From an optimization exercise on the open Yosys and OpenROAD flow, aimed at small area, a short achievable clock period and few clock cycles per item; shortcuts taken in it are not production practice. Power and IR drop assume default switching activity.

the reference run:
// fpmultiplier
module fpmultiplier (output logic [31:0] product, output logic ready,
		input logic [31:0] a, input logic clock, nreset);
logic s_a, s_b, s_x1, s_x2, s_x3, s_f;
always_ff @(posedge clock, negedge nreset)
  if (~nreset) begin
    s_a <= 1'b0; s_b <= 1'b0; s_x1 <= 1'b0; s_x2 <= 1'b0; s_x3 <= 1'b0; s_f <= 1'b0;
    ready <= 1'b0;
  end else begin
    s_a <= ~(s_a | s_b | s_x1 | s_x2 | s_x3 | s_f);
    s_b <= s_a;
    s_x1 <= s_b;
    s_x2 <= s_x1;
    s_x3 <= s_x2;
    s_f <= s_x3;
    ready <= s_f;
  end
logic [8:0] rse1, rse2;
logic [22:0] ra_f;
always_ff @(posedge clock) begin
  rse1 <= a[31:23];
  rse2 <= rse1;
  if (s_a) ra_f <= a[22:0];
end
logic [22:0] rb;
logic rb_p;
logic [22:0] pf;
always_ff @(posedge clock) begin
  rb[22:16] <= s_f ? pf[22:16] : a[22:16];
  rb[15] <= s_f ? pf[15] : s_b & a[15];
  rb[14:0] <= s_f ? pf[14:0] : s_b ? a[14:0] : rb[22:8];
  rb_p <= ~s_b & rb[7];
end
logic [7:0] ea, eb;
logic za, zb, fa, fb, nana, nanb, infa, infb;
assign ea = rse2[7:0];
assign eb = rse1[7:0];
assign za = (ea == 8'd0);
assign zb = (eb == 8'd0);
assign fa = (ea == 8'hff);
assign fb = (eb == 8'hff);
assign nana = fa & (ra_f != 23'd0);
assign nanb = fb & (rb != 23'd0);
assign infa = fa & (ra_f == 23'd0);
assign infb = fb & (rb == 23'd0);
logic sp_nan, sp_inf, sp_zero, special;
  ...
Size in the first run: ~150 flip-flops, ~67 I/O pins, roughly 0.013 mm^2 of cells after synthesis.
==> flow/config.mk <==
export PLATFORM = sky130hd
export DESIGN_NAME = fpmultiplier
export DESIGN_NICKNAME = fpmultiplier
export VERILOG_FILES = /design/flow/design.v
export SDC_FILE = /design/flow/constraint.sdc
export NUM_CORES = 4
export LEC_CHECK = 0
export CAP_MARGIN = 20
export CORE_MARGIN = 2
export CORE_UTILIZATION = 40
export PLACE_DENSITY = 0.6
export SLEW_MARGIN = 20
==> flow/constraint.sdc <==
create_clock -name core_clock -period 9.0 [get_ports {clock}]
set_input_delay 1.8000 -clock core_clock [delete_from_list [all_inputs] [get_ports {clock}]]
set_output_delay 1.8000 -clock core_clock [all_outputs]
set_load 0.01 [all_outputs]
run.sh (not shown) runs the stock make flow with config.mk's settings and CLKGATE_MAP_FILE= SYNTH_SCRIPT=/design/flow/synth_recipe.tcl, a recipe that flattens the netlist after the stock synthesis.
The reference run completed every stage of the flow, and the final layout passed the timing, DRC and antenna checks.
Changes in the trial run relative to the reference run:
- ABC_CLOCK_PERIOD_IN_PS: unset -> 3500
- SETUP_SLACK_MARGIN: unset -> 5
==> flow/flow/run.sh (new file) <==
#!/bin/bash
# The standard layout flow (standard.sh), run with a larger setup margin
# for the resizer's timing repair. Clock, constraints and every step are
# otherwise unchanged.
set -euo pipefail
MARGIN=${MARGIN:-6}
sed -E "s/SETUP_SLACK_MARGIN=[-0-9.]+/SETUP_SLACK_MARGIN=$MARGIN/" standard.sh > standard_margin.sh
grep -q "SETUP_SLACK_MARGIN=$MARGIN" standard_margin.sh
bash standard_margin.sh > standard.log 2>&1
==> flow/standard.sh (new file) <==
#!/bin/bash
# synth_recipe.tcl (not shown) runs the flow's synth.tcl, then flattens the netlist and writes it again
# the make line also repeats each setting of config.mk as NAME=value (left out here)
make -C /OpenROAD-flow-scripts/flow DESIGN_CONFIG=/design/flow/config.mk WORK_HOME=/design/flow/orfs CLKGATE_MAP_FILE= SYNTH_SCRIPT=/design/flow/synth_recipe.tcl "${@:-finish}"
removed: flow/run.sh
==> results.txt <==
The trial run: done, clean on timing, DRC and antenna
The higher summed area of non-filler cells in the final layout of the trial run and the reference run is in the trial run.
Wire length of the first global-routing pass ends up higher on the trial run.
Compared with the reference run, in the trial run clock power share -2.5 points; buffer count excluding the clock tree in the final layout rose by 160%; sum of internal, switching and leakage power climbed 19%; clock buffer instance count of the final layout saw a decrease; clock network contribution to total cell area dropped 0.96 points.
Between the reference run and the trial run, detailed-route via count increased.
No run of this note included a check of the RTL's function; only the layout flow was run.

re-timing with driven ports:
The flow's constraints put no driver on any port. The routed layouts listed below were extracted and timed again, unchanged, in two steps.
Step 1, drivers: a clkbuf_16 drives clock and a buf_2 each remaining input, both assumed.
Step 2, shift: input delay + t, output delay - t, t = (earliest + latest rising clock arrival at the registers) / 2. This alone moves slack from input paths to output paths.
Slacks: ideal / step 1 / step 2; pairs: ideal / step 1.
run | shift t [ns] | slack for setup (ns) | hold WS [ns] | worst setup path at the end | slew at the worst register clock pin (ns)
the reference run | 0.484 | 4.965 / 4.965 / 4.965 | 0.371 / 0.371 / 0.371 | register to register | 0.07 / 0.07
the trial run | 0.491 | 5.808 / 5.808 / 5.808 | 0.365 / 0.365 / 0.365 | register to register | 0.08 / 0.08
After both steps every run listed still meets setup and hold.
